From an optimization exercise on the open Yosys and OpenROAD flow, aimed at small area and a short achievable clock period; shortcuts taken in it are not production practice. RTL that was checked went through simulation tests only; none was proved equivalent to the original. Power is estimated from default activity; no workload was simulated.

Setup of run 1:
==> flow/design.v <==
`timescale 1ns / 1ps
module FIFO(clk, rst, wr_en, rd_en, buf_in, buf_out, buf_empty, buf_full, fifo_counter);
input clk, rst, wr_en, rd_en;
input [7:0] buf_in;
output [7:0] buf_out;
output buf_empty, buf_full;
output [6:0] fifo_counter;
reg [7:0] buf_out;
reg buf_empty, buf_full;
reg [6:0] fifo_counter;
reg [7:0] mem [0:63];
wire do_wr = wr_en & ~buf_full;
wire do_rd = rd_en & ~buf_empty;
integer i;
always @(posedge clk) begin
    if (do_wr) begin
        mem[0] <= buf_in;
        for (i = 1; i < 64; i = i + 1)
            mem[i] <= mem[i-1];
    end
end
wire [7:0] rsel [0:63];
genvar g;
generate
    for (g = 0; g < 64; g = g + 1) begin : rs
        assign rsel[g] = mem[(g + 63) % 64];
    end
endgenerate
wire [7:0] rdata = rsel[fifo_counter[5:0]];
always @(posedge clk or posedge rst) begin
    if (rst)
        buf_out <= 8'd0;
    else if (do_rd)
        buf_out <= rdata;
end
wire inc = do_wr & ~do_rd;
wire dec = do_rd & ~do_wr;
always @(posedge clk or posedge rst) begin
    if (rst) begin
        fifo_counter <= 7'd0;
        buf_empty <= 1'b1;
        buf_full <= 1'b0;
    end else begin
        if (inc) begin
            fifo_counter <= fifo_counter + 7'd1;
            buf_empty <= 1'b0;
            buf_full <= (fifo_counter == 7'd63);
        end else if (dec) begin
            fifo_counter <= fifo_counter - 7'd1;
            buf_empty <= (fifo_counter == 7'd1);
            buf_full <= 1'b0;
        end
    end
end
endmodule
Settings: LEC_CHECK=0, ABC_CLOCK_PERIOD_IN_PS=2000, CAP_MARGIN=20, CORE_MARGIN=2, CORE_UTILIZATION=60, CTS_BUF_LIST=sky130_fd_sc_hd__clkbuf_8 sky130_fd_sc_hd__clkbuf_16, CTS_CLUSTER_SIZE=40, SETUP_SLACK_MARGIN=3.0, SLEW_MARGIN=20; clock period 5.0 ns.
run.sh (not shown) runs the stock make flow with config.mk's settings and CLKGATE_MAP_FILE= SYNTH_SCRIPT=/design/flow/synth_recipe.tcl, a recipe that flattens the netlist after the stock synthesis.
[inputs] run 2 vs run 1
# run 1
export LEC_CHECK = 0
export ABC_CLOCK_PERIOD_IN_PS = 2000
export CAP_MARGIN = 20
export CORE_MARGIN = 2
export CORE_UTILIZATION = 60
export CTS_BUF_LIST = sky130_fd_sc_hd__clkbuf_8 sky130_fd_sc_hd__clkbuf_16
export CTS_CLUSTER_SIZE = 40
export SETUP_SLACK_MARGIN = 3.0
export SLEW_MARGIN = 20
create_clock -name core_clock -period 5.0 [get_ports {clk}]
# run 2
export LEC_CHECK = 0
export CAP_MARGIN = 20
export CORE_MARGIN = 2
export CORE_UTILIZATION = 40
export SLEW_MARGIN = 20
create_clock -name core_clock -period 5.0 [get_ports {clk}]
Run 2 finished end to end and its layout was clean on timing, DRC and antenna.
Area growth from synthesis to final layout: higher on run 1
When run 2 is set beside run 1, its placed wire-length estimate after detailed placement turns out to be about 4.6% larger.
Relative to run 1, initial antenna violation count decreased by 2 in run 2.
Going from run 1 to run 2, clock skew after layout shrinks by 21 ps.
Comparing run 2 and run 1, maximum fanout encountered on the critical timing path is higher on run 2.
~same worst-skew pair later-pin latency in run 2 and run 1
Diff run 1 -> run 2: combinational power decreased by about 50% relative to the old numbers; wire length decreased by 10000 um relative to the old numbers; final area decreased by 10% relative to the old numbers.
What run 3 does differently from run 2 at the input level:
# run 2
export LEC_CHECK = 0
export CAP_MARGIN = 20
export CORE_MARGIN = 2
export CORE_UTILIZATION = 40
export SLEW_MARGIN = 20
create_clock -name core_clock -period 5.0 [get_ports {clk}]
# run 3
export LEC_CHECK = 0
export ABC_CLOCK_PERIOD_IN_PS = 2000
export CAP_MARGIN = 20
export CORE_MARGIN = 2
export CORE_UTILIZATION = 60
export SETUP_SLACK_MARGIN = 3.0
export SLEW_MARGIN = 20
create_clock -name core_clock -period 5.0 [get_ports {clk}]
## What came out
Run 2 has lower global-route met2 utilization than run 3. The setup slack of run 3 is larger than that of run 2. Compared with run 2, in run 3 cell count along the critical path +2; fraction of layout cells with a size suffix above 1 +21 points. Number of enable-type register cells in the synthesized netlist: run 2 vs run 3 — no meaningful difference. Run 3: PASS, flow complete, no timing, DRC or antenna violations. Note that the achievable clock frequency recorded for run 2 amounts to 0.79 times the value seen in run 3. Delta (run 3 minus run 2): switching power rose by 0.94 mW; first-iteration DRC count now sits higher.

---

FIFO, a different RTL version from the one above (not shown whole).
Size: roughly 540 flip-flops, about 29 I/O pins.
Settings: LEC_CHECK=0, CAP_MARGIN=20, CORE_MARGIN=2, CORE_UTILIZATION=65, CTS_BUF_LIST=sky130_fd_sc_hd__clkbuf_16, CTS_CLUSTER_DIAMETER=100, CTS_CLUSTER_SIZE=20, SETUP_SLACK_MARGIN=2.85, SLEW_MARGIN=20, SYNTH_HIERARCHICAL=1, SYNTH_MINIMUM_KEEP_SIZE=0; clock period 5.0 ns.
The starting point went through all stages and came out clean.
Then changed:
- CTS_CLUSTER_SIZE: 20 -> 30
Effect: The new run passed the timing, DRC and antenna checks; clock skew drops by 4.5 ps; total power drops by a few percent; hold slack gains 9.9 ps; clock power drops by about a fifth; first-iteration DRC count stays flat.
No run of this note included a check of the RTL's function; only the layout flow was run.

---

run A:
Another version of the RTL of FIFO (not shown whole).
Size: ~1100 cells after synthesis, ~550 flip-flops, roughly 21000 um2 of cells after synthesis.
clock: 5.0 ns
lec_check: 0
cap_margin: 20
core_margin: 2
core_utilization: 55
cts_buf_list: sky130_fd_sc_hd__clkbuf_16
cts_cluster_diameter: 100
cts_cluster_size: 24
setup_slack_margin: 3.1
slew_margin: 20
synth_hierarchical: 1
synth_minimum_keep_size: 0
Edits applied to the flow inputs when going from run A to run B:
--- a/flow/config.mk
+++ b/flow/config.mk
@@ -10,6 +10,3 @@
 export CORE_UTILIZATION = 55
-export CTS_BUF_LIST = sky130_fd_sc_hd__clkbuf_16
-export CTS_CLUSTER_DIAMETER = 100
-export CTS_CLUSTER_SIZE = 24
-export SETUP_SLACK_MARGIN = 3.1
+export SETUP_SLACK_MARGIN = 2.9
 export SLEW_MARGIN = 20
--- outcome ---
- Per the comparison of run B with run A, final standard cell utilization of the core higher, first-pass GRT wire length higher, final non-filler cell total higher, cell area higher.
- Taking run A over run B, the first-iteration DRC count ratio works out to 0.814.
- XOR/XNOR share of the synthesized area across run A and run B: no real change.
- Total length of routed wires, run A and run B: smaller value in run B
- Per the comparison of run B with run A, total power of the final layout saw an increase; combined area of the multi-input logic cells saw a decrease.
- Between run A and run B, met2 track demand over resource in global routing decreased.
Relative to run B, the following input files were edited for run C:
--- a/flow/config.mk
+++ b/flow/config.mk
@@ -10,2 +10,5 @@
 export CORE_UTILIZATION = 55
+export CTS_BUF_LIST = sky130_fd_sc_hd__clkbuf_8
+export CTS_CLUSTER_DIAMETER = 60
+export CTS_CLUSTER_SIZE = 14
 export SETUP_SLACK_MARGIN = 2.9
--- outcome ---
Compare run B and run C | final-layout clock buffer total lower: run C
From run B to run C, instance count on the critical path did not move at all.
Run C finished end to end and its layout was clean on timing, DRC and antenna.
Summary: routed wire length, run C worse than run B
Setup slack on the worst flop-to-flop path delta for run C relative to run B: 0.02 ns higher
Input changes introduced in run D (baseline for comparison: run C):
--- a/flow/config.mk
+++ b/flow/config.mk
@@ -10,5 +10,5 @@
 export CORE_UTILIZATION = 55
-export CTS_BUF_LIST = sky130_fd_sc_hd__clkbuf_8
-export CTS_CLUSTER_DIAMETER = 60
-export CTS_CLUSTER_SIZE = 14
+export CTS_BUF_LIST = sky130_fd_sc_hd__clkbuf_16
+export CTS_CLUSTER_DIAMETER = 100
+export CTS_CLUSTER_SIZE = 30
 export SETUP_SLACK_MARGIN = 2.9
[summary]
When the final numbers for run C and run D were put side by side, the maximum achievable frequency turned out to be smaller in run C.
Diff run C -> run D: static leakage decreased by 0.69% relative to the old numbers, areal power density over the cells lost 2.5 nW/um2, setup slack increased 0.054 ns, routed via count now sits at about the same level, register-to-register slack rose by 0.03 ns.
Run D did not stop at any stage, and its layout met the timing, DRC and antenna checks.
Run D has power spent charging and discharging nets below what run C had.
For count of cell instances traversed by the critical path, run C and run D come out practically identical.

-- afterwards: timing with drivers on the ports --
No port has a modelled driver above. Below, the same layouts with a new extraction and two added sets of constraints.
Step 1 sets driving cells, clkbuf_16 on the clock port and buf_2 on the other inputs (assumed; they add their load-dependent delay and slew).
Step 2 times the ports against the registers' clock, not the clock port: input delays grow and output delays shrink by t, the midpoint of the rising clock arrivals with the driver on.
Three values: ideal ports, drivers, drivers and shift; two values: the first two.
| run | shift t [ns] | setup WS [ns] | worst setup path at the end | latest minus earliest clock arrival (ns) | worst slew at a driven data input, ns |
|---|---|---|---|---|---|
| run 1 | 0.655 | 1.943 / 1.943 / 1.943 | register to register | 0.038 / 0.039 | 0.03 |
| run 2 | 0.661 | 1.304 / 1.304 / 1.304 | register to register | 0.018 / 0.018 | 0.04 |
| run 3 | 0.653 | 2.079 / 2.079 / 2.079 | register to register | 0.032 / 0.032 | 0.03 |
| the first run of note 2 | 0.631 | 2.761 / 2.715 / 2.163 | input to register | 0.023 / 0.023 | 0.05 |
| the second run of note 2 | 0.597 | 2.793 / 2.739 / 2.217 | input to register | 0.016 / 0.016 | 0.06 |
| run A | 0.629 | 2.784 / 2.728 / 2.546 | input to register | 0.023 / 0.024 | 0.05 |
| run B | 0.645 | 2.766 / 2.713 / 2.325 | input to register | 0.020 / 0.021 | 0.04 |
| run C | 0.669 | 2.731 / 2.682 / 2.101 | input to register | 0.023 / 0.024 | 0.04 |
| run D | 0.605 | 2.785 / 2.732 / 2.543 | input to register | 0.035 / 0.034 | 0.04 |
After both steps every run listed still meets setup and hold. The setup slack of run C, which loses most, moves by -0.049 ns with the drivers and by -0.630 ns with both steps.
